Source: an optimization exercise on an open RTL-to-GDS flow (aim: small area and a short achievable clock period). Production flows keep margins and buffers that such runs may drop. Only simulation tests tie the RTL to the original design; equivalence was not proved. Power is estimated from default activity; no workload was simulated.

## sc_cpu
module sc_cpu(
    input             clk,
    input             rst_n,
    output [31:0]     imem_addr,
    input  [31:0]     imem_rdata,
    output [31:0]     dmem_addr,
    output            dmem_re,
    output [3:0]      dmem_wstrb,
    output [31:0]     dmem_wdata,
    input  [31:0]     dmem_rdata
);
    reg        ce;           
    reg [31:0] pc;
    always @(posedge clk or negedge rst_n) begin
        if (~rst_n)
            ce <= 1'b0;
        else
            ce <= 1'b1;
    end
    wire [31:0] inst = imem_rdata;
    wire [4:0]  op   = inst[6:2];        
    wire [2:0]  f3   = inst[14:12];
    wire [4:0]  rd   = inst[11:7];
    wire [4:0]  rs1  = inst[19:15];
    wire [4:0]  rs2  = inst[24:20];
    wire c_hi     = op[4];
    wire c_branch = op[4] & ~op[0];
    wire c_jalr   = op[4] & op[0] & ~op[1];
    wire c_jal    = op[4] & op[1];
    wire c_mem    = ~op[4] & ~op[2];
    wire c_load   = c_mem & ~op[3];
    wire c_store  = c_mem & op[3];
    wire c_upper  = ~op[4] & op[2] & op[0];      
    wire c_lui    = c_upper & op[3];
    wire c_alu    = ~op[4] & op[2] & ~op[0];     
    wire c_rr     = op[3];                       
    wire reg_wr   = ce & ((~c_hi & ~c_store) | c_jal);
    wire [31:0] imm_i = {{20{inst[31]}}, inst[31:20]};
    wire [31:0] imm_s = {{20{inst[31]}}, inst[31:25], inst[11:7]};
    wire [31:0] imm_b = {{20{inst[31]}}, inst[7], inst[30:25], inst[11:8], 1'b0};
    wire [31:0] imm_u = {inst[31:12], 12'b0};
    wire [31:0] imm_j = {{12{inst[31]}}, inst[19:12], inst[20], inst[30:21], 1'b0};
    wire [31:0] wb;
    wire [31:0] rf_q [0:31];
    wire [32*31-1:0] rf_flat;           
    assign rf_q[0] = 32'b0;
    genvar g;
    generate
        for (g = 1; g < 32; g = g + 1) begin : rf
            reg [31:0] q;
            always @(posedge clk) begin
                if (reg_wr && rd == g)
                    q <= wb;
            end
            assign rf_q[g] = q;
            assign rf_flat[32*g-1 -: 32] = q;
        end
    endgenerate
    wire [31:0] sel_a = 32'b1 << rs1;
    wire [31:0] sel_b = 32'b1 << rs2;
    wire [31:0] rs1_v, rs2_v;
  ...
export LEC_CHECK = 0
export CAP_MARGIN = 20
export CORE_MARGIN = 2
export CORE_UTILIZATION = 40
export SLEW_MARGIN = 20
export SYNTH_HIERARCHICAL = 1
create_clock -name core_clock -period 18.0 [get_ports {clk}]
standard.sh (not shown) runs the stock make flow with config.mk's settings and CLKGATE_MAP_FILE= SYNTH_SCRIPT=/design/flow/synth_recipe.tcl, a recipe that flattens the netlist after the stock synthesis.
==> flow/flow/run.sh <==
#!/bin/bash
# Layout flow: the standard ORFS flow (standard.sh), with
#  * plain buffers on the ports,
#  * gate sizing not limited to cells of the same footprint,
#  * a clock tree of clkbuf_8 with larger sink clusters and no dummy loads.
set -euo pipefail
bash standard.sh \
  SETUP_SLACK_MARGIN=8 \
  MATCH_CELL_FOOTPRINT=0 \
  "BUFFER_PORTS_ARGS=-buffer_cell sky130_fd_sc_hd__buf_2" \
  "CTS_ARGS=-sink_clustering_enable -repair_clock_nets -buf_list sky130_fd_sc_hd__clkbuf_8 -sink_clustering_size 16 -sink_clustering_max_diameter 60 -dont_use_dummy_load" \
  finish > standard_flow.log 2>&1
The starting point passed the timing, DRC and antenna checks.
Then changed:
==> flow/run.sh (new file) <==
#!/bin/bash
# synth_recipe.tcl (not shown) runs the flow's synth.tcl, then flattens the netlist and writes it again
# the make line also repeats each setting of config.mk as NAME=value (left out here)
make -C /OpenROAD-flow-scripts/flow DESIGN_CONFIG=/design/flow/config.mk WORK_HOME=/design/flow/orfs CLKGATE_MAP_FILE= SYNTH_SCRIPT=/design/flow/synth_recipe.tcl finish
CTS_BUF_LIST = sky130_fd_sc_hd__clkbuf_8   (was default)
CTS_CLUSTER_DIAMETER = 60   (was default)
CTS_CLUSTER_SIZE = 16   (was default)
SETUP_SLACK_MARGIN = 5   (was default)
removed: flow/flow/run.sh
removed: flow/standard.sh
Sequential power stays flat; wire length decreases by 4.9%; worst setup slack loses 1.0 ns; utilization decreases by 2.5 points; non-clock buffer count decreases by 220; final cell count decreases by 2.5%; sequential cell count does not change; count of clock-buffer cells in the layout does not change; area after synthesis does not change; global-route usage decreases by 1.2 points; cell area decreases by 5.1%.
Then changed:
==> flow/flow/run.sh (new file) <==
#!/bin/bash
# Layout flow: the standard ORFS flow (standard.sh), with
#  * plain buffers on the ports,
#  * gate sizing not limited to cells of the same footprint,
#  * a clock tree of clkbuf_8 with larger sink clusters and no dummy loads.
set -euo pipefail
bash standard.sh \
  SETUP_SLACK_MARGIN=10 \
  MATCH_CELL_FOOTPRINT=0 \
  "BUFFER_PORTS_ARGS=-buffer_cell sky130_fd_sc_hd__buf_2" \
  "CTS_ARGS=-sink_clustering_enable -repair_clock_nets -buf_list sky130_fd_sc_hd__clkbuf_8 -sink_clustering_size 16 -sink_clustering_max_diameter 60 -dont_use_dummy_load" \
  finish > standard_flow.log 2>&1
==> flow/standard.sh (new file) <==
#!/bin/bash
# synth_recipe.tcl (not shown) runs the flow's synth.tcl, then flattens the netlist and writes it again
# the make line also repeats each setting of config.mk as NAME=value (left out here)
make -C /OpenROAD-flow-scripts/flow DESIGN_CONFIG=/design/flow/config.mk WORK_HOME=/design/flow/orfs CLKGATE_MAP_FILE= SYNTH_SCRIPT=/design/flow/synth_recipe.tcl "${@:-finish}"
CTS_BUF_LIST = default   (was sky130_fd_sc_hd__clkbuf_8)
CTS_CLUSTER_DIAMETER = default   (was 60)
CTS_CLUSTER_SIZE = default   (was 16)
SETUP_SLACK_MARGIN = default   (was 5)
TNS_END_PERCENT = 0   (was default)
removed: flow/run.sh
Effect:
- The changed run ran to the end with no violations
- synthesized area is unchanged
- clock power drops by 16%
- register-to-register slack improves by 0.25 ns
- final cell count hardly moves
- clock skew hardly moves
- utilization climbs by 0.11 points
Then changed:
CORE_UTILIZATION = 46   (was 40)
What happened: The new run ran to the end with no violations; final area went down slightly; worst hold slack gets worse by 0.036 ns; routed wire length drops slightly; sequential power barely changes; register-to-register slack gets worse by 0.16 ns; first-iteration DRC count came out lower by a few percent.

==> static timing again, ports no longer ideal <==
No port has a modelled driver above. Below, the same layouts with a new extraction and two added sets of constraints. Step 1 assumes that a clkbuf_16 drives the clock port and a buf_2 every other input. Step 2, shift: input delay + t, output delay - t, t = (earliest + latest rising clock arrival at the registers) / 2. This alone moves slack from input paths to output paths. a / b / c = ideal ports / drivers / drivers and shift; a / b = the first two.
run	shift t [ns]	setup WS [ns]	worst slew at a driven data input, ns
the first run	0.861	6.028 / 5.894 / 5.894	0.24
the second run	0.900	4.999 / 4.968 / 4.719	0.18
the third run	0.851	6.119 / 5.972 / 5.557	0.24
the fourth run	0.812	6.362 / 6.146 / 5.547	0.23
After both steps every run listed still meets setup and hold. The setup slack of the fourth run, which loses most, moves by -0.216 ns with the drivers and by -0.815 ns with both steps.
